From an optimization exercise on the open Yosys and OpenROAD flow, aimed at small area; shortcuts taken in it are not production practice. At most, simulation tests tie the RTL to the original design; equivalence was not proved. No functional check of the RTL was part of run 4. Power is estimated from default activity; no workload was simulated.

## design/flow/flow/run.sh

```bash
#!/bin/bash
# Layout flow: the standard ORFS flow (standard.sh) with these changes:
#  - synthesis runs my_synth.tcl, which is synth_recipe.tcl with ABC mapping
#    the logic by abc_map.script (area-oriented) instead of the speed script;
#    the flip-flops are mapped exactly as in the standard synthesis;
#  - the port buffers use the smallest buffer cell instead of the resizer's
#    default choice (every port still gets its own buffer);
#  - clock tree synthesis uses small clock buffers with bounded sink clusters
#    and inserts no dummy load cells.
# make's output goes to standard_flow.log; each ORFS step logs under orfs/logs.
set -euo pipefail
export MY_ABC_SCRIPT="$PWD/flow/abc_map.script"
bash standard.sh \
  "SYNTH_SCRIPT=$PWD/flow/my_synth.tcl" \
  "BUFFER_PORTS_ARGS=-buffer_cell sky130_fd_sc_hd__buf_1" \
  "CTS_ARGS=-sink_clustering_enable -repair_clock_nets -buf_list sky130_fd_sc_hd__clkbuf_4 -sink_clustering_size 8 -sink_clustering_max_diameter 40 -dont_use_dummy_load" \
  finish > standard_flow.log 2>&1
```

## design/flow/flow/abc_map.script

```
&get -n
&st
&dch
&nf -R 1000
&st
&syn2
&if -g -K 6
&synch2
&nf -R 1000
&st
&syn2
&if -g -K 6
&synch2
&nf -R 1000
&put
```

## design/flow/flow/my_synth.tcl

```tcl
# synth_recipe.tcl (the standard synthesis script) with one change: Yosys's
# abc call uses abc_map.script (ABC mapping with relaxed delay, so that it
# favours area) instead of ORFS's speed script. Everything else, including the
# flip-flop mapping, the flattening and the renaming, is as in synth_recipe.tcl.
proc synth {args} { yosys synth -nofsm -noshare {*}$args }
proc abc {args} {
  set i [lsearch -exact $args -script]
  if {$i >= 0} { lset args [expr {$i + 1}] $::env(MY_ABC_SCRIPT) }
  yosys abc {*}$args
}
source $::env(SCRIPTS_DIR)/synth.tcl
# left out here: clear keep_hierarchy, flatten, clean up, hide names made inside functions, write 1_2_yosys.v
```

## design/flow/standard.sh

```bash
#!/bin/bash
# synth_recipe.tcl (not shown) runs the flow's synth.tcl, then flattens the netlist and writes it again
# the make line also repeats each setting of config.mk as NAME=value (left out here)
make -C /OpenROAD-flow-scripts/flow DESIGN_CONFIG=/design/flow/config.mk WORK_HOME=/design/flow/orfs CLKGATE_MAP_FILE= SYNTH_SCRIPT=/design/flow/synth_recipe.tcl "${@:-finish}"
```

## design/flow/config.mk

```make
export PLATFORM = sky130hd
export DESIGN_NAME = arm
export DESIGN_NICKNAME = arm
export VERILOG_FILES = /design/flow/design.v
export SDC_FILE = /design/flow/constraint.sdc
export NUM_CORES = 8
export LEC_CHECK = 0
export CAP_MARGIN = 20
export CORE_AREA = 25 25 365 365
export DIE_AREA = 0 0 390 390
export SLEW_MARGIN = 20
export SYNTH_HIERARCHICAL = 1
```

## design/flow/constraint.sdc

```tcl
create_clock -name core_clock -period 20.0 [get_ports {clk}]
set_input_delay 4.0000 -clock core_clock [delete_from_list [all_inputs] [get_ports {clk}]]
set_output_delay 4.0000 -clock core_clock [all_outputs]
set_load 0.01 [all_outputs]
```

## design/flow/design.v

```verilog
module arm
    #(parameter DATA_WIDTH = 32, parameter DATA_CAPACITY = 16)
    (
    input  logic clk,
    input  logic reset,
    input  logic [31:0] i_Instruction,
    output logic [31:0] o_PC,
    output logic [31:0] o_Output,
    output logic [31:0] o_R0,
    output logic [31:0] o_R1,
    output logic [31:0] o_R2,
    output logic [31:0] o_R3,
    output logic [31:0] o_R4,
    output logic [31:0] o_R5,
    output logic [31:0] o_R6,
    output logic [31:0] o_R7,
    output logic [31:0] o_R8,
    output logic [31:0] o_R9,
    output logic [31:0] o_R10,
    output logic [31:0] o_R11,
    output logic [31:0] o_R12,
    output logic [31:0] o_R13,
    output logic [31:0] o_R14,
    output logic [31:0] o_R15,
    output logic [31:0] o_D0,
    output logic [31:0] o_D1,
    output logic [31:0] o_D2,
    output logic [31:0] o_D3,
    output logic [31:0] o_D4,
    output logic [31:0] o_D5,
    output logic [31:0] o_D6,
    output logic [31:0] o_D7,
    output logic [31:0] o_D8,
    output logic [31:0] o_D9,
    output logic [31:0] o_D10,
    output logic [31:0] o_D11,
    output logic [31:0] o_D12,
    output logic [31:0] o_D13,
    output logic [31:0] o_D14,
    output logic [31:0] o_D15
    );
    logic [31:0] pc;
    logic [31:0] rq [0:14];
    logic [31:0] dq [0:15];
    logic fN, fZ, fC, fV;
    logic [3:0] cond, opcode, rn, rd, rm;
    logic [1:0] op;
    logic       I, S;
    assign cond   = i_Instruction[31:28];
    assign op     = i_Instruction[27:26];
    assign I      = i_Instruction[25];
    assign opcode = i_Instruction[24:21];
    assign S      = i_Instruction[20];
    assign rn     = i_Instruction[19:16];
    assign rd     = i_Instruction[15:12];
    assign rm     = i_Instruction[3:0];
    logic [29:0] ic;          
    logic [31:0] pc8;
    assign ic[0] = 1'b1;
    assign pc8[2:0] = pc[2:0];
    genvar gi;
    generate
        for (gi = 3; gi < 32; gi = gi + 1) begin : g_inc
            arm_ha u_i (.A(pc[gi]), .B(ic[gi-3]), .SUM(pc8[gi]), .COUT(ic[gi-2]));
        end
    endgenerate
    logic ok;
    always_comb begin
        case (cond)
            4'h0: ok = fZ;
            4'h1: ok = ~fZ;
            4'h2: ok = fC;
            4'h3: ok = ~fC;
            4'h4: ok = fN;
            4'h5: ok = ~fN;
            4'h6: ok = fV;
            4'h7: ok = ~fV;
            4'h8: ok = fC & ~fZ;
            4'h9: ok = ~fC | fZ;
            4'hA: ok = fN & fV;
            4'hB: ok = fN ^ fV;
            4'hC: ok = ~fZ & fN & fV;
            4'hD: ok = fZ | (fN ^ fV);
            4'hE: ok = 1'b1;
            default: ok = 1'b0;
        endcase
    end
    logic dp, ld, st, f_sub, f_and, f_orr, f_eor, f_not, f_mov, arith, use_rb;
    assign dp     = (op == 2'b00);
    assign ld     = (op == 2'b01) & S;
    assign st     = (op == 2'b01) & ~S;
    assign f_sub  = dp & (opcode == 4'b0010);
    assign f_and  = dp & (opcode == 4'b0000);
    assign f_orr  = dp & (opcode == 4'b1100);
    assign f_eor  = dp & (opcode == 4'b0001);
    assign f_not  = dp & (opcode == 4'b1111);
    assign f_mov  = dp & (opcode == 4'b1101);
    assign arith  = ~(f_and | f_orr | f_eor | f_not | f_mov);    
    assign use_rb = dp & ~I & ~S;
    logic [31:0] imm;
    always_comb begin
        case (op)
            2'b00:   imm = use_rb ? 32'b0 : {24'b0, i_Instruction[7:0]};
            2'b01:   imm = {20'b0, i_Instruction[11:0]};
            2'b10:   imm = {6'b0, i_Instruction[23:0], 2'b00};
            default: imm = 32'b0;
        endcase
    end
    logic [3:0]  ra, rbi;
    logic [15:0] sa, sb;
    assign ra  = op[1] ? 4'd15 : rn;
    assign rbi = op[0] ? rd : rm;
    always_comb
        for (int k = 0; k < 16; k++) begin
            sa[k] = (ra == k) & ~f_mov;
            sb[k] = (rbi == k);
        end
    logic [31:0] A, Rb;
    genvar g, b;
    generate
        for (b = 0; b < 32; b = b + 1) begin : g_rd
            logic [4:0] ya, yb;
            for (g = 0; g < 5; g = g + 1) begin : g_t
                arm_aoi222 u_a (
                    .A1(sa[3*g]),   .A2(rq[3*g][b]),
                    .B1(sa[3*g+1]), .B2(rq[3*g+1][b]),
                    .C1(sa[3*g+2]), .C2(rq[3*g+2][b]),
                    .Y(ya[g]));
                arm_aoi222 u_b (
                    .A1(sb[3*g]),   .A2(rq[3*g][b]),
                    .B1(sb[3*g+1]), .B2(rq[3*g+1][b]),
                    .C1(sb[3*g+2]), .C2(rq[3*g+2][b]),
                    .Y(yb[g]));
            end
            assign A[b]  = ~(&ya) | (sa[15] & pc8[b]);
            assign Rb[b] = ~(&yb) | (sb[15] & pc8[b]);
        end
    endgenerate
    logic [31:0] bx, res;
    logic [32:0] c;           
    logic lg, narith, nlg, nland;
    assign lg     = f_and | f_orr;
    assign narith = ~arith;
    assign nlg    = ~lg;
    assign nland  = ~f_and;
    assign c[0]   = f_sub;
    generate
        for (b = 0; b < 32; b = b + 1) begin : g_alu
            logic bsel_n;
            arm_a21oi u_bs (.A1(use_rb), .A2(Rb[b]), .B1(imm[b] | f_not), .Y(bsel_n));
            arm_xnor2 u_bx (.A(bsel_n), .B(f_sub), .Y(bx[b]));
            if (b % 2 == 0) begin : g_even
                logic p, g, t_n;
                arm_ha     u_pg (.A(A[b]), .B(bx[b]), .SUM(p), .COUT(g));
                arm_a21oi  u_c  (.A1(p), .A2(c[b]), .B1(g), .Y(c[b+1]));
                arm_aoi222 u_t  (.A1(arith), .A2(c[b]), .B1(lg), .B2(g), .C1(f_and), .C2(p), .Y(t_n));
                arm_xnor2  u_r  (.A(p), .B(t_n), .Y(res[b]));
            end else begin : g_odd
                logic p_n, g_n, u, t;
                arm_xnor2  u_p  (.A(A[b]), .B(bx[b]), .Y(p_n));
                arm_nand2  u_g  (.A(A[b]), .B(bx[b]), .Y(g_n));
                arm_o21ai  u_c  (.A1(p_n), .A2(c[b]), .B1(g_n), .Y(c[b+1]));
                arm_o22a   u_u  (.A1(narith), .A2(c[b]), .B1(nlg), .B2(g_n), .X(u));
                arm_o21ai  u_t  (.A1(nland), .A2(p_n), .B1(u), .Y(t));
                arm_xnor2  u_r  (.A(p_n), .B(t), .Y(res[b]));
            end
        end
    endgenerate
    logic B0, nN, nZ, nC, nV;
    assign B0 = (use_rb & Rb[0]) | imm[0];
    assign nN = res[0];
    assign nZ = ~|res;
    assign nC = arith & c[32];
    assign nV = (A[0] ^ res[0]) & ((arith & ~f_sub & A[0] & B0) | (f_sub & (A[0] ^ B0)));
    logic ldok, wr_reg, pc_src;
    assign ldok   = ld & ok;
    assign wr_reg = ok & (dp | ld);
    assign pc_src = ok & ((op == 2'b10) | ((rd == 4'd15) & (dp | ld)));
    logic [15:0] sm;
    always_comb
        for (int k = 0; k < 16; k++) sm[k] = ldok & (res[3:0] == k);
    generate
        for (b = 0; b < 32; b = b + 1) begin : g_md
            logic [4:0] ym;
            for (g = 0; g < 5; g = g + 1) begin : g_t
                arm_aoi222 u_m (
                    .A1(sm[3*g]),   .A2(dq[3*g][b]),
                    .B1(sm[3*g+1]), .B2(dq[3*g+1][b]),
                    .C1(sm[3*g+2]), .C2(dq[3*g+2][b]),
                    .Y(ym[g]));
            end
            assign o_Output[b] = ~(&ym) | (sm[15] & dq[15][b]) | (~ldok & res[b]);
        end
    endgenerate
    logic s_o, s_8, s_p;
    logic [31:0] pc_d;
    assign s_o = ~reset & pc_src;
    assign s_8 = ~reset & ~pc_src & pc[2];
    assign s_p = ~reset & ~pc_src & ~pc[2];
    assign pc_d[1:0] = reset ? 2'b0 : pc_src ? o_Output[1:0] : pc[1:0];
    assign pc_d[2]   = ~reset & (pc_src ? o_Output[2] : ~pc[2]);
    generate
        for (gi = 3; gi < 32; gi = gi + 1) begin : g_npc
            logic n;
            arm_aoi222 u_n (.A1(s_o), .A2(o_Output[gi]), .B1(s_8), .B2(pc8[gi]), .C1(s_p), .C2(pc[gi]), .Y(n));
            assign pc_d[gi] = ~n;
        end
    endgenerate
    always_ff @(posedge clk) pc <= pc_d;
    always_ff @(posedge clk) begin
        if (reset) {fN, fZ, fC, fV} <= 4'b0;
        else if (ok & S) {fN, fZ, fC, fV} <= {nN, nZ, nC, nV};
    end
    logic [14:0] rwe, rwen;
    logic [15:0] mwe, mwen;
    always_comb begin
        for (int k = 0; k < 15; k++) begin
            rwe[k]  = ~reset & wr_reg & (rd == k);
            rwen[k] = ~reset & ~(wr_reg & (rd == k));
        end
        for (int k = 0; k < 16; k++) begin
            mwe[k]  = ~reset & st & (res[3:0] == k);
            mwen[k] = ~reset & ~(st & (res[3:0] == k));
        end
    end
    generate
        for (g = 0; g < 15; g = g + 1) begin : g_r
            logic [31:0] nx;
            for (b = 0; b < 32; b = b + 1) begin : g_b
                arm_hold u_h (.we(rwe[g]), .wen(rwen[g]), .d(o_Output[b]), .q(rq[g][b]), .y(nx[b]));
            end
            always_ff @(posedge clk) rq[g] <= nx;
        end
        for (g = 0; g < 16; g = g + 1) begin : g_m
            logic [31:0] nx;
            for (b = 0; b < 32; b = b + 1) begin : g_b
                arm_hold u_h (.we(mwe[g]), .wen(mwen[g]), .d(Rb[b]), .q(dq[g][b]), .y(nx[b]));
            end
            always_ff @(posedge clk) dq[g] <= nx;
        end
    endgenerate
    assign o_PC = pc;
    assign o_R0 = rq[0];
    assign o_R1 = rq[1];
    assign o_R2 = rq[2];
    assign o_R3 = rq[3];
    assign o_R4 = rq[4];
    assign o_R5 = rq[5];
    assign o_R6 = rq[6];
    assign o_R7 = rq[7];
    assign o_R8 = rq[8];
    assign o_R9 = rq[9];
    assign o_R10 = rq[10];
    assign o_R11 = rq[11];
    assign o_R12 = rq[12];
    assign o_R13 = rq[13];
    assign o_R14 = rq[14];
    assign o_R15 = pc8;
    assign o_D0 = dq[0];
    assign o_D1 = dq[1];
    assign o_D2 = dq[2];
    assign o_D3 = dq[3];
    assign o_D4 = dq[4];
    assign o_D5 = dq[5];
    assign o_D6 = dq[6];
    assign o_D7 = dq[7];
    assign o_D8 = dq[8];
    assign o_D9 = dq[9];
    assign o_D10 = dq[10];
    assign o_D11 = dq[11];
    assign o_D12 = dq[12];
    assign o_D13 = dq[13];
    assign o_D14 = dq[14];
    assign o_D15 = dq[15];
endmodule
module arm_hold (input logic we, input logic wen, input logic d, input logic q, output logic y);
    assign y = (we & d) | (wen & q);
endmodule
module arm_aoi222 (input logic A1, input logic A2, input logic B1, input logic B2, input logic C1, input logic C2, output logic Y);
    assign Y = ~((A1 & A2) | (B1 & B2) | (C1 & C2));
endmodule
module arm_ha (input logic A, input logic B, output logic SUM, output logic COUT);
    assign SUM  = A ^ B;
    assign COUT = A & B;
endmodule
module arm_xnor2 (input logic A, input logic B, output logic Y);
    assign Y = ~(A ^ B);
endmodule
module arm_nand2 (input logic A, input logic B, output logic Y);
    assign Y = ~(A & B);
endmodule
module arm_a21oi (input logic A1, input logic A2, input logic B1, output logic Y);
    assign Y = ~((A1 & A2) | B1);
endmodule
module arm_o21ai (input logic A1, input logic A2, input logic B1, output logic Y);
    assign Y = ~((A1 | A2) & B1);
endmodule
module arm_o22a (input logic A1, input logic A2, input logic B1, input logic B2, output logic X);
    assign X = (A1 | A2) & (B1 | B2);
endmodule
```

==> results.toml, run 1 <==
[place]
dpl.hpwl_microns = 213000
gp_congestion = 1.03
placed_cells = 6212
pre_cts_slack_ns = 0.896
numPortBuffers = 1121

[final_layout]
drive_above_1_share_pct = 9.78
fillCellCount = 11400
syn_to_final_growth_pct = 24.4
utilization_pct = 43.3
fin_cells = 6410
nets = 4957

[timing]
fin_ws_ns = 1.14
fin_skew_ns = 0.171
rsz0062_at_grt = "no"
finalSetupTns_ns = 0
period_minus_slack_ns = 18.86
hold_viol = 0
timing.fmax_ghz = 0.0530
worst_pin_slew_ns = 1.22
drv_slew = 0
setup_violations = 0
min_period_over_period_pct = 94.3
relSlewSlack_pct = 18.5

[worst_setup_path]
critical_path_arrival_ns = 14.86
cp-startpoint = "i_Instruction[26]"
worst_path_most_repeated_cell = "a21oi_1"
rrSetupSlack_ns = 9.31
cp-end-kind = "output port"
slowest_delay_ns = 0.64
reg2reg_to = "pc[31]$_DFF_P_"
crit_slowest_cell = "a21oi_1"
crit_fanout = 32
crit_required_ns = 16.00
endpoint = "o_Output[31]"
critPathLaunchType = "input port"
r2r-start = "pc[3]$_DFF_P_"
r2r.worst_path.cells = 41
worstSetupPathType = "in2out"

[cts]
clkSinkCount = 1028
cts_root_buffer = "clkbuf_4"
htree_levels = 4
clock_path_buffers = 3
cts_inserted_buffers = 170
cts_tree = "built"
insertion_delay_ns = 1.19
clk_pin_slew_ns = 0.06
cts_setup_buffers = 0

[logic_synthesis]
avgSynthCellArea_sq_um = 11.7
synth_edf_count = 0
synth_top_area_share_pct = 51.7
ys_top_cells_by_count = "1028 x dfxtp_1, 992 x a22o_1, 525 x a222oi_1, 114 x nand2_1, 104 x nor2_1"
async_reset_ff_share_pct = 0
synth_seq_cells = 1028
yosysMostFrequentCell = "dfxtp_1"
yosys.area.top_type = "dfxtp_1"
synth-warning-count = 11
synth_top_flop_cell = "dfxtp_1"
syn_inst = 3410
yosysSeqAreaShare_pct = 51.7
synthDistinctLibCells = 38
netlist_area_sq_mm = 0.0398
synth_area_leaders = "dfxtp_1 52%, a22o_1 22%, a222oi_1 13%"

[flow_run]
maxCapViolations = 0

[floorplanning]
dieArea_sq_mm = 0.152
io_pins = 1122
dieHeight_microns = 390
core_area_sq_mm = 0.115
num_rows = 124
start_util_pct = 34.8
die_width_microns = 390

[global_routing]
grt.overflow.total = 0
grt_pass1_vias = 42100
grt_start_max_net_pins = 37
antenna_found_initial = 16
grt_pass1_wl_microns = 377000
grt_use_total_pct = 34.1

[drt]
routed_wl_microns = 284000
via_count = 45700
drt-met1-wl_microns = 94500
drc = 0
wl_met3_microns = 40100
routed_via_density = 7.12
dr.pass1.iters = 14
wl_per_cell_microns = 44.3
routed.top_layer = "met5"
first_iter_violations = 9090
wl_met2_microns = 127000
ant_nets = 0

[worst_hold_path]
hold_path_class = "reg2reg"

[pwr]
power.density_mw_per_mm2 = 70.6
p_leak_uw = 0.0171
ir_drop_uv = 44.1

[run_status]
status = "timing/DRC/antenna clean"
==> repair_timing <==
action	4_1_cts	5_1_grt
hold buffers	0	0
setup endpoints to repair	0	3
gates resized for setup	0	10
==> power by group <==
part           internal [uW]  total [uW]  switching, uW
logic                   61.5         310            249
registers               2050        2060           6.25
clock network            387        1130            744
total                   2500        3500            999
==> per-module statistics from Yosys (local to each module, per instance) <==
module	cells inside	cell area (sq um)	flip-flops and latches	copies in the design
arm_o21ai	1	5.00	0	32
arm_xnor2	1	8.76	0	80
arm_o22a	1	8.76	0	16
arm_hold	1	8.76	0	992
arm_ha	1	12.5	0	45
arm	1656	24000	1028	1
arm_aoi222	1	10.0	0	525
arm_a21oi	1	5.00	0	48
arm_nand2	1	3.75	0	16
==> final cells by class <==
type                    instances  area [sq um]  area share (%)
inverters                      38           143           0.288
well taps                    1512          1890            3.82
flip-flops and latches       1028         20600            41.5
multi-input cells            2341         20000            40.4
repair buffers               1299          5600            11.3
clock buffers                 170          1280            2.58
diodes                         22          55.1           0.111
==> metrics by stage <==
| stage | hold slack, ns | total power, uW | cell area, sq um |
|---|---|---|---|
| floorplan | 0.499 | 2230 | 39800 |
| global placement | 0.474 | 2400 | 48000 |
| detailed placement | 0.478 | 2400 | 48100 |
| CTS | 0.494 | 3490 | 49400 |
| global route | 0.513 | 3590 | 49500 |
| finish | 0.495 | 3500 | 49600 |
==> registers in the layout (all words and copies together), names as in the netlist <==
register  count
pc           32
fN            1
dq          512
fC            1
fZ            1
rq          480
fV            1
==> cells by family after synthesis <==
family / count (synthesis) / synth area share [%]
AND/OR/NAND/NOR: 478 / 5.98
multiplexers: 5 / 0.126
buffers and inverters: 41 / 0.415
flip-flops: 1028 / 51.7
AO/OA/AOI/OAI: 1727 / 38.5
XOR/XNOR: 85 / 1.87
other: 1 / 0.00941
adder cells (fa/ha/maj): 45 / 1.41
==> worst max-delay path: cells and delay by family <==
family | cells | cell delay, ns
AO/OA/AOI/OAI | 37 | 8.31
buffers and inverters | 5 | 1.42
AND/OR/NAND/NOR | 4 | 0.46
adder cells (fa/ha/maj) | 1 | 0.36
XOR/XNOR | 2 | 0.25
==> cells in the final DEF (no fill, tap or decap), types with 3 or more instances in the layout <==
cell type | Yosys | layout
a21o_1 | 15 | 15
a21oi_1 | 83 | 58
a21oi_4 | 0 | 23
a221o_1 | 42 | 42
a222oi_1 | 525 | 525
a22o_1 | 992 | 992
a31oi_2 | 0 | 3
a31oi_4 | 0 | 7
and3_1 | 101 | 101
buf_1 | 0 | 1118
buf_4 | 3 | 167
buf_6 | 0 | 10
clkbuf_4 | 0 | 171
clkinv_1 | 38 | 38
dfxtp_1 | 1028 | 1028
diode_2 | 0 | 22
ha_1 | 45 | 45
mux2i_1 | 5 | 5
nand2_1 | 114 | 114
nand2b_1 | 9 | 9
nand3_1 | 41 | 40
nand4_1 | 64 | 64
nor2_1 | 104 | 26
nor2_2 | 0 | 26
nor2_4 | 0 | 52
nor2b_1 | 11 | 10
nor3_1 | 15 | 7
nor3_2 | 0 | 8
nor3b_1 | 3 | 3
nor4_1 | 10 | 9
o21ai_0 | 33 | 32
o22a_1 | 17 | 17
xnor2_1 | 82 | 81
xor2_1 | 3 | 3
==> routing by layer <==
layer	up-vias	track usage, %
met1	22600	36.6
met5	-	0
met4	4	21.5
met2	3925	54.4
li1	18200	-
met3	920	14.9
==> worst min-delay path by stage <==
stage,cells past startpoint,from,slack (ns),endpoint
floorplan,2,fZ$_SDFFE_PP0P_,0.50,fZ$_SDFFE_PP0P_
global placement,1,dq[3][31]$_DFF_P_,0.47,dq[3][31]$_DFF_P_
detailed placement,1,dq[2][17]$_DFF_P_,0.48,dq[2][17]$_DFF_P_
CTS,1,dq[10][0]$_DFF_P_,0.49,dq[10][0]$_DFF_P_
global route,1,dq[12][28]$_DFF_P_,0.51,dq[12][28]$_DFF_P_
finish,1,dq[10][0]$_DFF_P_,0.50,dq[10][0]$_DFF_P_
==> inputs of run 2 (changes only) <==
--- a/design/flow/config.mk
+++ b/design/flow/config.mk
@@ -6,7 +6,7 @@
 export NUM_CORES = 8
 export LEC_CHECK = 0
-export CAP_MARGIN = 20
-export CORE_AREA = 25 25 365 365
+export CAP_MARGIN = 10
+export CORE_AREA = 50 50 340 340
 export DIE_AREA = 0 0 390 390
-export SLEW_MARGIN = 20
+export SLEW_MARGIN = 10
 export SYNTH_HIERARCHICAL = 1
==> run 2 against run 1 <==
  * Utilization grew 15 points
  * Synthesized area is the same
  * Critical path depth grew 2
  * Worst setup slack lost 0.41 ns
  * Critical endpoint unchanged
  * Via count grew 2.1%
==> results.toml, run 2 <==
[cts]
clk_pin_slew_ns = 0.08
cts_tree = "built"
cts_inserted_buffers = 162
clock_path_buffers = 3
cts_root_buffer = "clkbuf_4"
cts_hold_buf = 0
insertion_delay_ns = 1.21
clkSinkCount = 1028
htree_levels = 4

[global_routing]
grt_use_total_pct = 35.8
met1_usage_pct = 34.8
met3_usage_pct = 20.0
grt_use_met2_pct = 56.0
grt_pass1_vias = 42000
busiest_layer = "met2"
grt_pass1_wl_microns = 404000
grt_start_max_net_pins = 37
grt.overflow.total = 0
antenna_found_initial = 15

[timing]
finalSetupTns_ns = 0
period_minus_slack_ns = 19.26
timing.fmax_ghz = 0.0519
relSlewSlack_pct = 15.0
min_period_over_period_pct = 96.3
fin_skew_ns = 0.114
worst_pin_slew_ns = 1.28
hold_viol = 0
setup_violations = 0
drv_slew = 0
rsz0062_at_grt = "no"

[flow_run]
maxCapViolations = 0

[final_layout]
nets = 4915
drive_above_1_share_pct = 8.85
syn_to_final_growth_pct = 22.2
top_regs = "dq: 512 flops, rq: 480 flops, pc: 32 flops"
largest_reg_flops = 512
mostFrequentLayoutCells = "1120 x buf_1, 1028 x dfxtp_1, 992 x a22o_1"
top_register = "dq"
layout_commonest_cell = "buf_1"

[floorplanning]
die_width_microns = 390
num_rows = 106
io_pins = 1122
core_area_sq_mm = 0.0836
start_util_pct = 47.7
dieArea_sq_mm = 0.152
dieHeight_microns = 390

[worst_setup_path]
path_delay_family = "compound AO/OA/AOI/OAI gates"
crit_slowest_cell = "a31oi_2"
worstSetupPathType = "in2out"
crit_required_ns = 16.00
worst_path_most_repeated_cell = "a21oi_1"
critical_path_arrival_ns = 15.26
crit_fanout = 32
critPathLaunchType = "input port"
cp_num_buf_inv = 6
slowest_delay_ns = 0.58
cp-end-kind = "output port"

[logic_synthesis]
avgSynthCellArea_sq_um = 11.7
ys_top_cells_by_count = "1028 x dfxtp_1, 992 x a22o_1, 525 x a222oi_1, 114 x nand2_1, 104 x nor2_1"
yosys.area.top_type = "dfxtp_1"
async_reset_ff_share_pct = 0
synth_top_area_share_pct = 51.7
syn_inst = 3410
synth-warning-count = 11
synth_area_leaders = "dfxtp_1 52%, a22o_1 22%, a222oi_1 13%"
synthDistinctLibCells = 38
yosysMostFrequentCell = "dfxtp_1"
synth_top_flop_cell = "dfxtp_1"
yosysSeqAreaShare_pct = 51.7
netlist_area_sq_mm = 0.0398
synth_seq_cells = 1028
synth_edf_count = 0

[pwr]
pwr-share-comb_pct = 9.1
power.density_mw_per_mm2 = 71.4
p_int_uw = 2480
seq_power_share_pct = 59.1
total_power_uw = 3480
power.share.switching_pct = 28.6
p_switching_uw = 994
ir_drop_uv = 57.9
p_clk_share_pct = 31.7
p_leak_uw = 0.0169

[drt]
drc = 0
routed_via_density = 7.86
ant_nets = 0
via_count = 46600
first_iter_violations = 10700
wl_per_cell_microns = 52.4
routed_wl_microns = 311000
dr.pass1.iters = 15

[worst_hold_path]
hold_path_class = "reg2reg"

[place]
gp_congestion = 1.04
numPortBuffers = 1121
dpl.hpwl_microns = 238000

[run_status]
status = "timing/DRC/antenna clean"
==> run 2: cell counts after synthesis <==
No cell type changed its count.
==> run 2: layout make-up <==
type,instances,area [sq um]
diodes,21,52.6
inverters,38,143
multi-input cells,2341,20000
clock buffers,162,1220
repair buffers,1265,5290
flip-flops and latches,1028,20600
fillers,7655,34900
well taps,1080,1350
==> run 2: cells by family (layout without fill, tap and decap cells) <==
group	after synthesis	count (layout)	share of synthesized area [%]
compound gates	1727	1727	38.5
flops	1028	1028	51.7
simple gates	478	478	5.98
xor+xnor	85	85	1.87
fa+ha+maj	45	45	1.41
buf+inv	41	1465	0.415
mux	5	5	0.126
other cells	1	22	0.00941
==> run 2: worst register-to-register path: cells and delay by family, from the launching register on <==
kind            cells  cell delay [ns]
compound gates      5             1.95
buf+inv             2             0.39
fa+ha+maj          27             6.69
simple gates        2             1.02
flops               1             0.34
xor+xnor            3             0.67
==> run 2: power groups by stage <==
stage	sequential [uW]	combinational (uW)	clock [uW]
finish	2060	318	1100
global route	2060	317	1180
floorplan	2100	124	0
detailed placement	2100	301	0
global placement	2100	300	0
CTS	2050	302	1090
==> run 2: final timing paths <==
kind / startpoint / to / slack, ns / cells past startpoint
setup / recovery: i_Instruction[23] / o_Output[31] / 0.74 / 51
setup reg to reg: pc[3]$_DFF_P_ / pc[30]$_DFF_P_ / 8.84 / 39
hold reg to reg: dq[10][26]$_DFF_P_ / dq[10][26]$_DFF_P_ / 0.50 / 1
hold / removal: dq[10][26]$_DFF_P_ / dq[10][26]$_DFF_P_ / 0.50 / 1
==> run 2: routing by layer <==
metal | part of all wire, % | wire [microns] | up-vias
li1 | - | - | 18100
met1 | 30 | 92100 | 22700
met2 | 44 | 136000 | 4686
met3 | 17 | 52000 | 1180
met4 | 9.8 | 30400 | 4
met5 | 0.038 | 117 | -
==> run 2: repair_timing <==
item / CTS / global route
resized for setup: 0 / 1
hold endpoints to repair: 0 / 0
buffers inserted: 0 / 0
setup endpoints to repair: 0 / 1
==> run 2: Yosys stat by module (local to each module, per instance) <==
module      flip-flops and latches  cells inside  copies in the design
arm_o21ai                        0             1                    32
arm_o22a                         0             1                    16
arm_xnor2                        0             1                    80
arm_hold                         0             1                   992
arm_aoi222                       0             1                   525
arm                           1028          1656                     1
arm_a21oi                        0             1                    48
arm_ha                           0             1                    45
arm_nand2                        0             1                    16
==> run 2: stage by stage <==
step | instances | area, sq um | hold WS, ns | worst slack (ns) | util, %
3_3_place_gp | 5752 | 47400 | 0.476 | 1.23 | 56.7
2_1_floorplan | 3410 | 39800 | 0.499 | 2.82 | -
4_1_cts | 5914 | 48600 | 0.501 | 1.05 | 58.2
3_5_place_dp | 5752 | 47400 | 0.476 | 1.10 | 56.7
5_1_grt | 5929 | 48700 | 0.516 | 0.0631 | 58.2
6_report | 5935 | 48700 | 0.503 | 0.736 | 58.3
==> inputs of run 3 (changes only) <==
--- a/design/flow/flow/run.sh
+++ b/design/flow/flow/run.sh
@@ -7,5 +7,7 @@
 #    default choice (every port still gets its own buffer);
 #  - clock tree synthesis uses small clock buffers with bounded sink clusters
-#    and inserts no dummy load cells.
+#    and inserts no dummy load cells;
+#  - the resizer may not use the buffers larger than buf_2 (the platform's
+#    own don't-use cells stay don't-use).
 # make's output goes to standard_flow.log; each ORFS step logs under orfs/logs.
 set -euo pipefail
@@ -15,3 +17,4 @@
   "BUFFER_PORTS_ARGS=-buffer_cell sky130_fd_sc_hd__buf_1" \
   "CTS_ARGS=-sink_clustering_enable -repair_clock_nets -buf_list sky130_fd_sc_hd__clkbuf_4 -sink_clustering_size 8 -sink_clustering_max_diameter 40 -dont_use_dummy_load" \
+  "DONT_USE_CELLS=sky130_fd_sc_hd__probe_p_8 sky130_fd_sc_hd__probec_p_8 sky130_fd_sc_hd__lpflow_bleeder_1 sky130_fd_sc_hd__lpflow_clkbufkapwr_1 sky130_fd_sc_hd__lpflow_clkbufkapwr_16 sky130_fd_sc_hd__lpflow_clkbufkapwr_2 sky130_fd_sc_hd__lpflow_clkbufkapwr_4 sky130_fd_sc_hd__lpflow_clkbufkapwr_8 sky130_fd_sc_hd__lpflow_clkinvkapwr_1 sky130_fd_sc_hd__lpflow_clkinvkapwr_16 sky130_fd_sc_hd__lpflow_clkinvkapwr_2 sky130_fd_sc_hd__lpflow_clkinvkapwr_4 sky130_fd_sc_hd__lpflow_clkinvkapwr_8 sky130_fd_sc_hd__lpflow_decapkapwr_12 sky130_fd_sc_hd__lpflow_decapkapwr_3 sky130_fd_sc_hd__lpflow_decapkapwr_4 sky130_fd_sc_hd__lpflow_decapkapwr_6 sky130_fd_sc_hd__lpflow_decapkapwr_8 sky130_fd_sc_hd__lpflow_inputiso0n_1 sky130_fd_sc_hd__lpflow_inputiso0p_1 sky130_fd_sc_hd__lpflow_inputiso1n_1 sky130_fd_sc_hd__lpflow_inputiso1p_1 sky130_fd_sc_hd__lpflow_inputisolatch_1 sky130_fd_sc_hd__lpflow_isobufsrc_1 sky130_fd_sc_hd__lpflow_isobufsrc_16 sky130_fd_sc_hd__lpflow_isobufsrc_2 sky130_fd_sc_hd__lpflow_isobufsrc_4 sky130_fd_sc_hd__lpflow_isobufsrc_8 sky130_fd_sc_hd__lpflow_isobufsrckapwr_16 sky130_fd_sc_hd__lpflow_lsbuf_lh_hl_isowell_tap_1 sky130_fd_sc_hd__lpflow_lsbuf_lh_hl_isowell_tap_2 sky130_fd_sc_hd__lpflow_lsbuf_lh_hl_isowell_tap_4 sky130_fd_sc_hd__lpflow_lsbuf_lh_isowell_4 sky130_fd_sc_hd__lpflow_lsbuf_lh_isowell_tap_1 sky130_fd_sc_hd__lpflow_lsbuf_lh_isowell_tap_2 sky130_fd_sc_hd__lpflow_lsbuf_lh_isowell_tap_4 sky130_fd_sc_hd__buf_4 sky130_fd_sc_hd__buf_6 sky130_fd_sc_hd__buf_8 sky130_fd_sc_hd__buf_12 sky130_fd_sc_hd__buf_16" \
   finish > standard_flow.log 2>&1
--- a/design/flow/config.mk
+++ b/design/flow/config.mk
@@ -6,7 +6,7 @@
 export NUM_CORES = 8
 export LEC_CHECK = 0
-export CAP_MARGIN = 10
-export CORE_AREA = 50 50 340 340
+export CAP_MARGIN = 20
+export CORE_AREA = 25 25 365 365
 export DIE_AREA = 0 0 390 390
-export SLEW_MARGIN = 10
+export SLEW_MARGIN = 20
 export SYNTH_HIERARCHICAL = 1
==> run 3 against run 2 <==
  * The flow now stops in synthesis (1_2_yosys)
==> results.toml, run 3 <==
[run_status]
stop_error = "ERROR: TCL interpreter returned an error: The step that buffers pass-through wires placed cells that are on DONT_USE_CELLS: 3 sky130_fd_sc_hd__buf_4 (a module's cells ..."
haltStage = "synthesis (1_2_yosys)"
status = "did not finish"

[logic_synthesis]
synth-warning-count = 5
==> inputs of run 4 (changes only) <==
--- a/design/flow/design.v
+++ b/design/flow/design.v
@@ -108,12 +108,25 @@
     end
     logic [3:0]  ra, rbi;
-    logic [15:0] sa, sb;
+    logic [3:0]  ah_n, al_n, bh_n, bl_n;
+    logic [15:0] sa [0:1];
+    logic [15:0] sb [0:1];
     assign ra  = op[1] ? 4'd15 : rn;
     assign rbi = op[0] ? rd : rm;
     always_comb
-        for (int k = 0; k < 16; k++) begin
-            sa[k] = (ra == k) & ~f_mov;
-            sb[k] = (rbi == k);
+        for (int k = 0; k < 4; k++) begin
+            ah_n[k] = ~((ra[3:2] == k) & ~f_mov);
+            al_n[k] = ~(ra[1:0] == k);
+            bh_n[k] = ~(rbi[3:2] == k);
+            bl_n[k] = ~(rbi[1:0] == k);
         end
+    genvar gh, gk;
+    generate
+        for (gh = 0; gh < 2; gh = gh + 1) begin : g_sh
+            for (gk = 0; gk < 16; gk = gk + 1) begin : g_sk
+                arm_nor2 u_sa (.A(ah_n[gk/4]), .B(al_n[gk%4]), .Y(sa[gh][gk]));
+                arm_nor2 u_sb (.A(bh_n[gk/4]), .B(bl_n[gk%4]), .Y(sb[gh][gk]));
+            end
+        end
+    endgenerate
     logic [31:0] A, Rb;
     genvar g, b;
@@ -123,16 +136,16 @@
             for (g = 0; g < 5; g = g + 1) begin : g_t
                 arm_aoi222 u_a (
-                    .A1(sa[3*g]),   .A2(rq[3*g][b]),
-                    .B1(sa[3*g+1]), .B2(rq[3*g+1][b]),
-                    .C1(sa[3*g+2]), .C2(rq[3*g+2][b]),
+                    .A1(sa[b/16][3*g]),   .A2(rq[3*g][b]),
+                    .B1(sa[b/16][3*g+1]), .B2(rq[3*g+1][b]),
+                    .C1(sa[b/16][3*g+2]), .C2(rq[3*g+2][b]),
                     .Y(ya[g]));
                 arm_aoi222 u_b (
-                    .A1(sb[3*g]),   .A2(rq[3*g][b]),
-                    .B1(sb[3*g+1]), .B2(rq[3*g+1][b]),
-                    .C1(sb[3*g+2]), .C2(rq[3*g+2][b]),
+                    .A1(sb[b/16][3*g]),   .A2(rq[3*g][b]),
+                    .B1(sb[b/16][3*g+1]), .B2(rq[3*g+1][b]),
+                    .C1(sb[b/16][3*g+2]), .C2(rq[3*g+2][b]),
                     .Y(yb[g]));
             end
-            assign A[b]  = ~(&ya) | (sa[15] & pc8[b]);
-            assign Rb[b] = ~(&yb) | (sb[15] & pc8[b]);
+            assign A[b]  = ~(&ya) | (sa[b/16][15] & pc8[b]);
+            assign Rb[b] = ~(&yb) | (sb[b/16][15] & pc8[b]);
         end
     endgenerate
@@ -177,7 +190,18 @@
     assign wr_reg = ok & (dp | ld);
     assign pc_src = ok & ((op == 2'b10) | ((rd == 4'd15) & (dp | ld)));
-    logic [15:0] sm;
+    logic [3:0]  mh_n, ml_n;
+    logic [15:0] sm [0:1];
     always_comb
-        for (int k = 0; k < 16; k++) sm[k] = ldok & (res[3:0] == k);
+        for (int k = 0; k < 4; k++) begin
+            mh_n[k] = ~(ldok & (res[3:2] == k));
+            ml_n[k] = ~(res[1:0] == k);
+        end
+    generate
+        for (gh = 0; gh < 2; gh = gh + 1) begin : g_mh
+            for (gk = 0; gk < 16; gk = gk + 1) begin : g_mk
+                arm_nor2 u_sm (.A(mh_n[gk/4]), .B(ml_n[gk%4]), .Y(sm[gh][gk]));
+            end
+        end
+    endgenerate
     generate
         for (b = 0; b < 32; b = b + 1) begin : g_md
@@ -185,10 +209,10 @@
             for (g = 0; g < 5; g = g + 1) begin : g_t
                 arm_aoi222 u_m (
-                    .A1(sm[3*g]),   .A2(dq[3*g][b]),
-                    .B1(sm[3*g+1]), .B2(dq[3*g+1][b]),
-                    .C1(sm[3*g+2]), .C2(dq[3*g+2][b]),
+                    .A1(sm[b/16][3*g]),   .A2(dq[3*g][b]),
+                    .B1(sm[b/16][3*g+1]), .B2(dq[3*g+1][b]),
+                    .C1(sm[b/16][3*g+2]), .C2(dq[3*g+2][b]),
                     .Y(ym[g]));
             end
-            assign o_Output[b] = ~(&ym) | (sm[15] & dq[15][b]) | (~ldok & res[b]);
+            assign o_Output[b] = ~(&ym) | (sm[b/16][15] & dq[15][b]) | (~ldok & res[b]);
         end
     endgenerate
@@ -212,21 +236,37 @@
         else if (ok & S) {fN, fZ, fC, fV} <= {nN, nZ, nC, nV};
     end
-    logic [14:0] rwe, rwen;
-    logic [15:0] mwe, mwen;
-    always_comb begin
-        for (int k = 0; k < 15; k++) begin
-            rwe[k]  = ~reset & wr_reg & (rd == k);
-            rwen[k] = ~reset & ~(wr_reg & (rd == k));
-        end
-        for (int k = 0; k < 16; k++) begin
-            mwe[k]  = ~reset & st & (res[3:0] == k);
-            mwen[k] = ~reset & ~(st & (res[3:0] == k));
+    logic [3:0] wh, whr_n, wl, wl_n, mh, mhr_n, ml, ml2_n;
+    always_comb
+        for (int k = 0; k < 4; k++) begin
+            wh[k]    = wr_reg & (rd[3:2] == k);
+            whr_n[k] = ~(~reset & wh[k]);
+            wl[k]    = (rd[1:0] == k);
+            wl_n[k]  = ~wl[k];
+            mh[k]    = st & (res[3:2] == k);
+            mhr_n[k] = ~(~reset & mh[k]);
+            ml[k]    = (res[1:0] == k);
+            ml2_n[k] = ~ml[k];
+        end
+    logic [14:0] rwe [0:1];
+    logic [14:0] rwen [0:1];
+    logic [15:0] mwe [0:1];
+    logic [15:0] mwen [0:1];
+    generate
+        for (gh = 0; gh < 2; gh = gh + 1) begin : g_eh
+            for (gk = 0; gk < 16; gk = gk + 1) begin : g_ek
+                if (gk < 15) begin : g_re
+                    arm_nor2  u_we  (.A(whr_n[gk/4]), .B(wl_n[gk%4]), .Y(rwe[gh][gk]));
+                    arm_a21oi u_wen (.A1(wh[gk/4]), .A2(wl[gk%4]), .B1(reset), .Y(rwen[gh][gk]));
+                end
+                arm_nor2  u_me  (.A(mhr_n[gk/4]), .B(ml2_n[gk%4]), .Y(mwe[gh][gk]));
+                arm_a21oi u_men (.A1(mh[gk/4]), .A2(ml[gk%4]), .B1(reset), .Y(mwen[gh][gk]));
+            end
         end
-    end
+    endgenerate
     generate
         for (g = 0; g < 15; g = g + 1) begin : g_r
             logic [31:0] nx;
             for (b = 0; b < 32; b = b + 1) begin : g_b
-                arm_hold u_h (.we(rwe[g]), .wen(rwen[g]), .d(o_Output[b]), .q(rq[g][b]), .y(nx[b]));
+                arm_hold u_h (.we(rwe[b/16][g]), .wen(rwen[b/16][g]), .d(o_Output[b]), .q(rq[g][b]), .y(nx[b]));
             end
             always_ff @(posedge clk) rq[g] <= nx;
@@ -235,5 +275,5 @@
             logic [31:0] nx;
             for (b = 0; b < 32; b = b + 1) begin : g_b
-                arm_hold u_h (.we(mwe[g]), .wen(mwen[g]), .d(Rb[b]), .q(dq[g][b]), .y(nx[b]));
+                arm_hold u_h (.we(mwe[b/16][g]), .wen(mwen[b/16][g]), .d(Rb[b]), .q(dq[g][b]), .y(nx[b]));
             end
             always_ff @(posedge clk) dq[g] <= nx;
@@ -293,4 +333,7 @@
     assign Y = ~((A1 & A2) | B1);
 endmodule
+module arm_nor2 (input logic A, input logic B, output logic Y);
+    assign Y = ~(A | B);
+endmodule
 module arm_o21ai (input logic A1, input logic A2, input logic B1, output logic Y);
     assign Y = ~((A1 | A2) & B1);
==> design/flow/flow/run.sh (replaced) <==
#!/bin/bash
# Layout flow: the standard ORFS flow (standard.sh) with these changes:
#  - synthesis runs my_synth.tcl, which is synth_recipe.tcl with ABC mapping
#    the logic by abc_map.script (area-oriented) instead of the speed script;
#    the flip-flops are mapped exactly as in the standard synthesis;
#  - the port buffers use the smallest buffer cell instead of the resizer's
#    default choice (every port still gets its own buffer);
#  - clock tree synthesis uses small clock buffers with bounded sink clusters
#    and inserts no dummy load cells.
# make's output goes to standard_flow.log; each ORFS step logs under orfs/logs.
set -euo pipefail
export MY_ABC_SCRIPT="$PWD/flow/abc_map.script"
bash standard.sh \
  "SYNTH_SCRIPT=$PWD/flow/my_synth.tcl" \
  "BUFFER_PORTS_ARGS=-buffer_cell sky130_fd_sc_hd__buf_1" \
  "CTS_ARGS=-sink_clustering_enable -repair_clock_nets -buf_list sky130_fd_sc_hd__clkbuf_4 -sink_clustering_size 8 -sink_clustering_max_diameter 40 -dont_use_dummy_load" \
  finish > standard_flow.log 2>&1
==> run 4 against run 3 <==
  * Now clean on timing, DRC and antenna
==> results.toml, run 4 <==
[cts]
htree_levels = 4
clk_pin_slew_ns = 0.05
cts_root_buffer = "clkbuf_4"
insertion_delay_ns = 1.23
cts_inserted_buffers = 167
clkSinkCount = 1028
cts_setup_buffers = 0
cts_resized = 0
cts_tree = "built"
clock_path_buffers = 3
cts_hold_buf = 0

[worst_setup_path]
path_delay_family = "compound AO/OA/AOI/OAI gates"
slowest_delay_ns = 0.76
cp_num_buf_inv = 5
worst_path_most_repeated_cell = "a21oi_1"
critical_path_arrival_ns = 14.86
critPathLaunchType = "input port"
cp-end-kind = "output port"
crit_required_ns = 16.00
crit_fanout = 18
crit_slowest_cell = "a22oi_1"
worstSetupPathType = "in2out"

[logic_synthesis]
synthDistinctLibCells = 44
avgSynthCellArea_sq_um = 11.3
synth_top_area_share_pct = 51.1
synth_edf_count = 0
synth_area_leaders = "dfxtp_1 51%, a22o_1 22%, a222oi_1 13%"
netlist_area_sq_mm = 0.0403
syn_inst = 3555
synth_top_flop_cell = "dfxtp_1"
yosysSeqAreaShare_pct = 51.1
ys_top_cells_by_count = "1028 x dfxtp_1, 992 x a22o_1, 525 x a222oi_1, 195 x nor2_1, 183 x a21oi_1"
yosysMostFrequentCell = "dfxtp_1"
synth-warning-count = 18
synth_seq_cells = 1028
yosys.area.top_type = "dfxtp_1"
async_reset_ff_share_pct = 0

[drt]
routed_wl_microns = 283000
dr.pass1.iters = 13
wl_per_cell_microns = 42.6
ant_nets = 0
via_count = 46400
routed_via_density = 6.99
drc = 0
first_iter_violations = 8860

[global_routing]
antenna_found_initial = 27
grt_pass1_wl_microns = 378000
grt.overflow.total = 0
grt_use_total_pct = 33.9
grt_start_max_net_pins = 44
grt_pass1_vias = 42600

[timing]
drv_slew = 0
worst_pin_slew_ns = 1.17
period_minus_slack_ns = 18.86
fin_skew_ns = 0.162
hold_viol = 0
setup_violations = 0
rsz0062_at_grt = "no"
finalSetupTns_ns = 0
relSlewSlack_pct = 22.1
min_period_over_period_pct = 94.3
timing.fmax_ghz = 0.0530

[run_status]
status = "timing/DRC/antenna clean"

[pwr]
p_int_uw = 2500
ir_drop_uv = 50.7
pwr-share-comb_pct = 8.8
p_leak_uw = 0.0185
p_switching_uw = 995
p_clk_share_pct = 32.3
power.density_mw_per_mm2 = 70.1
seq_power_share_pct = 58.9
power.share.switching_pct = 28.5

[final_layout]
top_regs = "dq: 512 flops, rq: 480 flops, pc: 32 flops"
largest_reg_flops = 512
layout_commonest_cell = "buf_1"
syn_to_final_growth_pct = 23.8
top_register = "dq"
finish.instance_area_sq_mm = 0.0498
nets = 5195
mostFrequentLayoutCells = "1119 x buf_1, 1028 x dfxtp_1, 992 x a22o_1"
drive_above_1_share_pct = 9.43

[floorplanning]
num_rows = 124
core_area_sq_mm = 0.115
dieArea_sq_mm = 0.152
die_width_microns = 390
io_pins = 1122
start_util_pct = 35.2
dieHeight_microns = 390

[worst_hold_path]
hold_path_class = "reg2reg"

[place]
numPortBuffers = 1121
dpl.hpwl_microns = 217000
gp_congestion = 0.990
place_area_sq_mm = 0.0485

[flow_run]
maxCapViolations = 0
-- run 4: cells by family (layout without fill, tap and decap cells) --
| family | Yosys count | after routing | share of synthesized area, % |
|---|---|---|---|
| xor+xnor | 84 | 84 | 1.83 |
| other cells | 1 | 20 | 0.00932 |
| buf+inv | 50 | 1609 | 0.494 |
| compound gates | 1823 | 1823 | 39.2 |
| simple gates | 520 | 520 | 5.82 |
| mux | 4 | 4 | 0.0995 |
| fa+ha+maj | 45 | 45 | 1.40 |
| flops | 1028 | 1028 | 51.1 |
-- run 4: per-module statistics from Yosys, one instance, submodules excluded --
module | cell area [sq um] | copies in the design | cells | flops+latches
arm_o22a | 8.76 | 16 | 1 | 0
arm | 23500 | 1 | 1581 | 1028
arm_ha | 12.5 | 45 | 1 | 0
arm_a21oi | 5.00 | 110 | 1 | 0
arm_nand2 | 3.75 | 16 | 1 | 0
arm_o21ai | 5.00 | 32 | 1 | 0
arm_hold | 8.76 | 992 | 1 | 0
arm_nor2 | 3.75 | 158 | 1 | 0
arm_xnor2 | 8.76 | 80 | 1 | 0
arm_aoi222 | 10.0 | 525 | 1 | 0
-- run 4: worst paths after layout --
kind,startpoint,to,slack (ns),cells past startpoint
hold reg to reg,fZ$_SDFFE_PP0P_,fZ$_SDFFE_PP0P_,0.48,2
setup reg to reg,pc[3]$_DFF_P_,pc[31]$_DFF_P_,9.93,41
hold / removal,fZ$_SDFFE_PP0P_,fZ$_SDFFE_PP0P_,0.48,2
setup / recovery,i_Instruction[12],o_Output[31],1.14,50
-- run 4: power groups by stage --
| stage | logic [uW] | registers, uW | clock network (uW) |
|---|---|---|---|
| global placement | 296 | 2100 | 0 |
| detailed placement | 298 | 2100 | 0 |
| CTS | 299 | 2060 | 1130 |
| finish | 308 | 2060 | 1130 |
| global route | 314 | 2060 | 1210 |
| floorplan | 130 | 2100 | 0 |
-- run 4: final cells by class --
cell class	count	area, sq um
Antenna cell	19	47.5
Clock buffer	167	1250
Tap cell	1512	1890
Timing Repair Buffer	1395	6300
Fill cell	11400	64700
Inverter	47	176
Sequential cell	1028	20600
Multi-Input combinational cell	2477	19600
-- run 4: layer usage --
metal	up-vias	global-route usage (%)	part of all wire, %
met5	-	0	0.017
met4	8	19.4	6.8
met3	782	12.7	13
met2	3792	54.2	45
met1	23100	38.2	35
li1	18800	-	-
-- run 4: worst reg2reg max path, delay by kind of cell, from the launching register on --
kind | cells | cell delay, ns
xor+xnor | 3 | 0.49
compound gates | 30 | 6.63
fa+ha+maj | 5 | 1.18
buf+inv | 2 | 0.37
simple gates | 1 | 0.94
flops | 1 | 0.34
-- run 4: metrics by stage --
| stage | hold WS, ns | setup WS, ns | util [%] | power, uW | instances |
|---|---|---|---|---|---|
| floorplan | 0.439 | 3.53 | - | 2230 | 3555 |
| global placement | 0.458 | 1.72 | 42.3 | 2400 | 6452 |
| detailed placement | 0.469 | 1.44 | 42.4 | 2400 | 6457 |
| CTS | 0.476 | 1.39 | 43.5 | 3480 | 6624 |
| global route | 0.509 | 0.350 | 43.5 | 3580 | 6641 |
| finish | 0.481 | 1.14 | 43.5 | 3490 | 6645 |
==> inputs of run 5 (changes only) <==
--- a/design/flow/design.v
+++ b/design/flow/design.v
@@ -101,5 +101,5 @@
     always_comb begin
         case (op)
-            2'b00:   imm = use_rb ? 32'b0 : {24'b0, i_Instruction[7:0]};
+            2'b00:   imm = (use_rb | f_not) ? 32'b0 : {24'b0, i_Instruction[7:0]};
             2'b01:   imm = {20'b0, i_Instruction[11:0]};
             2'b10:   imm = {6'b0, i_Instruction[23:0], 2'b00};
@@ -122,5 +122,5 @@
     genvar gh, gk;
     generate
-        for (gh = 0; gh < 2; gh = gh + 1) begin : g_sh
+        for (gh = 0; gh < 1; gh = gh + 1) begin : g_sh
             for (gk = 0; gk < 16; gk = gk + 1) begin : g_sk
                 arm_nor2 u_sa (.A(ah_n[gk/4]), .B(al_n[gk%4]), .Y(sa[gh][gk]));
@@ -136,21 +136,23 @@
             for (g = 0; g < 5; g = g + 1) begin : g_t
                 arm_aoi222 u_a (
-                    .A1(sa[b/16][3*g]),   .A2(rq[3*g][b]),
-                    .B1(sa[b/16][3*g+1]), .B2(rq[3*g+1][b]),
-                    .C1(sa[b/16][3*g+2]), .C2(rq[3*g+2][b]),
+                    .A1(sa[0][3*g]),   .A2(rq[3*g][b]),
+                    .B1(sa[0][3*g+1]), .B2(rq[3*g+1][b]),
+                    .C1(sa[0][3*g+2]), .C2(rq[3*g+2][b]),
                     .Y(ya[g]));
                 arm_aoi222 u_b (
-                    .A1(sb[b/16][3*g]),   .A2(rq[3*g][b]),
-                    .B1(sb[b/16][3*g+1]), .B2(rq[3*g+1][b]),
-                    .C1(sb[b/16][3*g+2]), .C2(rq[3*g+2][b]),
+                    .A1(sb[0][3*g]),   .A2(rq[3*g][b]),
+                    .B1(sb[0][3*g+1]), .B2(rq[3*g+1][b]),
+                    .C1(sb[0][3*g+2]), .C2(rq[3*g+2][b]),
                     .Y(yb[g]));
             end
-            assign A[b]  = ~(&ya) | (sa[b/16][15] & pc8[b]);
-            assign Rb[b] = ~(&yb) | (sb[b/16][15] & pc8[b]);
+            assign A[b]  = ~(&ya) | (sa[0][15] & pc8[b]);
+            assign Rb[b] = ~(&yb) | (sb[0][15] & pc8[b]);
         end
     endgenerate
     logic [31:0] bx, res;
     logic [32:0] c;           
-    logic lg, narith, nlg, nland;
+    logic lg, narith, nlg, nland, use_rb_x, b_inv;
+    assign use_rb_x = use_rb & ~f_not;
+    assign b_inv    = f_sub | f_not;
     assign lg     = f_and | f_orr;
     assign narith = ~arith;
@@ -161,6 +163,6 @@
         for (b = 0; b < 32; b = b + 1) begin : g_alu
             logic bsel_n;
-            arm_a21oi u_bs (.A1(use_rb), .A2(Rb[b]), .B1(imm[b] | f_not), .Y(bsel_n));
-            arm_xnor2 u_bx (.A(bsel_n), .B(f_sub), .Y(bx[b]));
+            arm_a21oi u_bs (.A1(use_rb_x), .A2(Rb[b]), .B1(imm[b]), .Y(bsel_n));
+            arm_xnor2 u_bx (.A(bsel_n), .B(b_inv), .Y(bx[b]));
             if (b % 2 == 0) begin : g_even
                 logic p, g, t_n;
@@ -198,5 +200,5 @@
         end
     generate
-        for (gh = 0; gh < 2; gh = gh + 1) begin : g_mh
+        for (gh = 0; gh < 1; gh = gh + 1) begin : g_mh
             for (gk = 0; gk < 16; gk = gk + 1) begin : g_mk
                 arm_nor2 u_sm (.A(mh_n[gk/4]), .B(ml_n[gk%4]), .Y(sm[gh][gk]));
@@ -209,10 +211,10 @@
             for (g = 0; g < 5; g = g + 1) begin : g_t
                 arm_aoi222 u_m (
-                    .A1(sm[b/16][3*g]),   .A2(dq[3*g][b]),
-                    .B1(sm[b/16][3*g+1]), .B2(dq[3*g+1][b]),
-                    .C1(sm[b/16][3*g+2]), .C2(dq[3*g+2][b]),
+                    .A1(sm[0][3*g]),   .A2(dq[3*g][b]),
+                    .B1(sm[0][3*g+1]), .B2(dq[3*g+1][b]),
+                    .C1(sm[0][3*g+2]), .C2(dq[3*g+2][b]),
                     .Y(ym[g]));
             end
-            assign o_Output[b] = ~(&ym) | (sm[b/16][15] & dq[15][b]) | (~ldok & res[b]);
+            assign o_Output[b] = ~(&ym) | (sm[0][15] & dq[15][b]) | (~ldok & res[b]);
         end
     endgenerate
@@ -253,5 +255,5 @@
     logic [15:0] mwen [0:1];
     generate
-        for (gh = 0; gh < 2; gh = gh + 1) begin : g_eh
+        for (gh = 0; gh < 1; gh = gh + 1) begin : g_eh
             for (gk = 0; gk < 16; gk = gk + 1) begin : g_ek
                 if (gk < 15) begin : g_re
@@ -268,5 +270,5 @@
             logic [31:0] nx;
             for (b = 0; b < 32; b = b + 1) begin : g_b
-                arm_hold u_h (.we(rwe[b/16][g]), .wen(rwen[b/16][g]), .d(o_Output[b]), .q(rq[g][b]), .y(nx[b]));
+                arm_hold u_h (.we(rwe[0][g]), .wen(rwen[0][g]), .d(o_Output[b]), .q(rq[g][b]), .y(nx[b]));
             end
             always_ff @(posedge clk) rq[g] <= nx;
@@ -275,5 +277,5 @@
             logic [31:0] nx;
             for (b = 0; b < 32; b = b + 1) begin : g_b
-                arm_hold u_h (.we(mwe[b/16][g]), .wen(mwen[b/16][g]), .d(Rb[b]), .q(dq[g][b]), .y(nx[b]));
+                arm_hold u_h (.we(mwe[0][g]), .wen(mwen[0][g]), .d(Rb[b]), .q(dq[g][b]), .y(nx[b]));
             end
             always_ff @(posedge clk) dq[g] <= nx;
--- a/design/flow/flow/run.sh
+++ b/design/flow/flow/run.sh
@@ -14,4 +14,4 @@
   "SYNTH_SCRIPT=$PWD/flow/my_synth.tcl" \
   "BUFFER_PORTS_ARGS=-buffer_cell sky130_fd_sc_hd__buf_1" \
-  "CTS_ARGS=-sink_clustering_enable -repair_clock_nets -buf_list sky130_fd_sc_hd__clkbuf_4 -sink_clustering_size 8 -sink_clustering_max_diameter 40 -dont_use_dummy_load" \
+  "CTS_ARGS=-sink_clustering_enable -repair_clock_nets -buf_list sky130_fd_sc_hd__clkbuf_4 -sink_clustering_size 8 -sink_clustering_max_diameter 60 -dont_use_dummy_load" \
   finish > standard_flow.log 2>&1
--- a/design/flow/config.mk
+++ b/design/flow/config.mk
@@ -6,7 +6,7 @@
 export NUM_CORES = 8
 export LEC_CHECK = 0
-export CAP_MARGIN = 20
-export CORE_AREA = 25 25 365 365
+export CAP_MARGIN = 10
+export CORE_AREA = 50 50 340 340
 export DIE_AREA = 0 0 390 390
-export SLEW_MARGIN = 20
+export SLEW_MARGIN = 10
 export SYNTH_HIERARCHICAL = 1
==> run 5 against run 4 <==
  * First-iteration DRC count up 29%
  * Clock skew down 0.060 ns
  * Clock power down 5%
  * Critical path type unchanged
  * Routed wire length up 9.4%
  * Critical path depth unchanged
  * Clock-buffer cell count down 18
  * Sequential cell count unchanged
  * Still clean on timing, DRC and antenna
==> results.toml, run 5 <==
[drt]
dr.pass1.iters = 21
first_iter_violations = 11500
routed_via_density = 7.83
wl_per_cell_microns = 51.9
drc = 0
via_count = 46800
ant_nets = 0
routed_wl_microns = 310000

[cts]
cts_setup_buffers = 0
clkSinkCount = 1028
cts_tree = "built"
cts_root_buffer = "clkbuf_4"
cts_hold_buf = 0
cts_inserted_buffers = 149
insertion_delay_ns = 1.20
clock_path_buffers = 3
htree_levels = 4
cts_resized = 0
clk_pin_slew_ns = 0.10

[place]
dpl.hpwl_microns = 235000
gp_congestion = 1.02
numPortBuffers = 1121
pre_cts_slack_ns = 1.20
place_area_sq_mm = 0.0473

[logic_synthesis]
synth_top_area_share_pct = 51.7
syn_inst = 3446
synth_seq_cells = 1028
netlist_area_sq_mm = 0.0398
avgSynthCellArea_sq_um = 11.5
ys_top_cells_by_count = "1028 x dfxtp_1, 1001 x a22o_1, 525 x a222oi_1, 155 x a21oi_1, 133 x nand2_1"
synth-warning-count = 18
async_reset_ff_share_pct = 0
synth_top_flop_cell = "dfxtp_1"
synthDistinctLibCells = 37
synth_area_leaders = "dfxtp_1 52%, a22o_1 22%, a222oi_1 13%"
yosys.area.top_type = "dfxtp_1"
yosysSeqAreaShare_pct = 51.7
yosysMostFrequentCell = "dfxtp_1"
synth_edf_count = 0

[global_routing]
met1_usage_pct = 35.5
grt_start_max_net_pins = 36
met3_usage_pct = 20.0
antenna_found_initial = 26
busiest_layer = "met2"
grt_pass1_wl_microns = 403000
grt.overflow.total = 0
grt_pass1_vias = 42000
grt_use_met2_pct = 54.6
grt_use_total_pct = 35.6

[timing]
period_minus_slack_ns = 19.16
relSlewSlack_pct = 12.0
rsz0062_at_grt = "no"
hold_viol = 0
worst_pin_slew_ns = 1.31
finalSetupTns_ns = 0
fin_ws_ns = 0.837
timing.fmax_ghz = 0.0522
fin_skew_ns = 0.102
setup_violations = 0
drv_slew = 0
fin_hold_ws_ns = 0.493
min_period_over_period_pct = 95.8

[worst_hold_path]
hold_path_class = "reg2reg"

[final_layout]
finish.instance_area_sq_mm = 0.0485
drive_above_1_share_pct = 8.63
nets = 4947
layout_commonest_cell = "buf_1"
top_regs = "dq: 512 flops, rq: 480 flops, pc: 32 flops"
top_register = "dq"
largest_reg_flops = 512
syn_to_final_growth_pct = 21.9
mostFrequentLayoutCells = "1116 x buf_1, 1028 x dfxtp_1, 1001 x a22o_1"

[floorplanning]
start_util_pct = 47.6
dieArea_sq_mm = 0.152
dieHeight_microns = 390
die_width_microns = 390
num_rows = 106
io_pins = 1122
core_area_sq_mm = 0.0836

[worst_setup_path]
critical_path_arrival_ns = 15.16
cp_num_buf_inv = 5
cp-end-kind = "output port"
path_delay_family = "compound AO/OA/AOI/OAI gates"
crit_slowest_cell = "a21oi_1"
worst_path_most_repeated_cell = "a21oi_1"
crit_fanout = 18
crit_required_ns = 16.00
worstSetupPathType = "in2out"
slowest_delay_ns = 0.73
critPathLaunchType = "input port"

[flow_run]
maxCapViolations = 0

[pwr]
p_leak_uw = 0.0175
power.density_mw_per_mm2 = 71.6
ir_drop_uv = 60.5
total_power_uw = 3470

[run_status]
status = "timing/DRC/antenna clean"
## run 5: changes by cell type in the layout (fill, tap and decap cells not counted), moves of 9 or more
cell,before,now
a21oi_4,0,31
a21oi_1,180,124
nor2_1,165,34
and2_0,2,16
a221o_1,10,0
a21o_1,14,1
nor2_4,1,57
clkbuf_4,168,150
buf_4,267,151
a22o_1,992,1001
## run 5: final timing paths
| check | from | endpoint | slack (ns) | depth (start not counted) |
|---|---|---|---|---|
| worst min-delay path | fZ$_SDFFE_PP0P_ | fZ$_SDFFE_PP0P_ | 0.49 | 2 |
| worst max-delay path | i_Instruction[13] | o_Output[31] | 0.84 | 50 |
| worst max register to register | pc[3]$_DFF_P_ | pc[30]$_DFF_P_ | 9.29 | 39 |
| worst min register to register | fZ$_SDFFE_PP0P_ | fZ$_SDFFE_PP0P_ | 0.49 | 2 |
## run 5: per-stage QoR
step | cells | util, %
floorplan | 3451 | -
global placement | 5797 | 56.6
detailed placement | 5797 | 56.6
CTS | 5946 | 58.0
global route | 5965 | 58.0
finish | 5968 | 58.0
## run 5: final cells by class
cell class              count  area [sq um]
clock buffers             149          1120
well taps                1080          1350
diodes                     22          55.1
repair buffers           1269          5340
multi-input cells        2375         19900
fillers                  7627         35100
inverters                  45           169
flip-flops and latches   1028         20600
## run 5: worst min-delay path, cell delays in order, from the launching register on
cell	delay, ns
dfxtp_1	0.35
nand2_1	0.06
a21oi_1	0.05
## run 5: logic make-up after synthesis
logic type | after synthesis | synth area share [%]
multiplexers | 5 | 0.126
flip-flops | 1028 | 51.7
AND/OR/NAND/NOR | 457 | 5.45
other | 2 | 0.0189
AO/OA/AOI/OAI | 1778 | 39.0
XOR/XNOR | 83 | 1.83
adder cells (fa/ha/maj) | 45 | 1.42
buffers and inverters | 48 | 0.481
## run 5: Yosys stat by module, one instance, submodules excluded
module,flip-flops and latches,cells,copies in the design
arm,1028,1582,1
arm_a21oi,0,1,79
arm_aoi222,0,1,525
arm_ha,0,1,45
arm_hold,0,1,992
arm_nand2,0,1,16
arm_nor2,0,1,79
arm_o21ai,0,1,32
arm_o22a,0,1,16
arm_xnor2,0,1,80
## run 5: power breakdown
group / switching, uW / internal, uW
registers: 8.77 / 2050
clock network: 731 / 342
logic: 272 / 69.2
## run 5: routing by layer
metal / share of wire (%) / vias to the layer above
met3: 17 / 1167
li1: - / 18100
met1: 30 / 22600
met4: 9.6 / 0
met5: 0 / -
met2: 43 / 4946

port drivers added, routing unchanged:
The flow's constraints put no driver on any port. The routed layouts listed below were extracted and timed again, unchanged, in two steps. Step 1 (the two cells are an assumption about what drives the block):
set clk [get_ports {clk}]
set_driving_cell -lib_cell sky130_fd_sc_hd__clkbuf_16 $clk
set_driving_cell -lib_cell sky130_fd_sc_hd__buf_2 [delete_from_list [all_inputs] $clk]
Step 2, shift: input delay + t, output delay - t, t = (earliest + latest rising clock arrival at the registers) / 2. This alone moves slack from input paths to output paths. Three values: no drivers, after step 1, after step 2; two values: the first two.
| run | t, ns | setup WS [ns] | worst setup path after step 2 | worst slew at a driven data input, ns |
|---|---|---|---|---|
| run 1 | 1.169 | 1.141 / 1.104 / 1.104 | input to output | 0.18 |
| run 2 | 1.224 | 0.736 / 0.669 / 0.669 | input to output | 0.20 |
| run 4 | 1.226 | 1.141 / 1.046 / 1.046 | input to output | 0.22 |
| run 5 | 1.231 | 0.837 / 0.710 / 0.710 | input to output | 0.23 |
After both steps setup and hold are still met in every run listed. The setup slack of run 5, which loses most, moves by -0.127 ns with the drivers and by -0.127 ns with both steps.
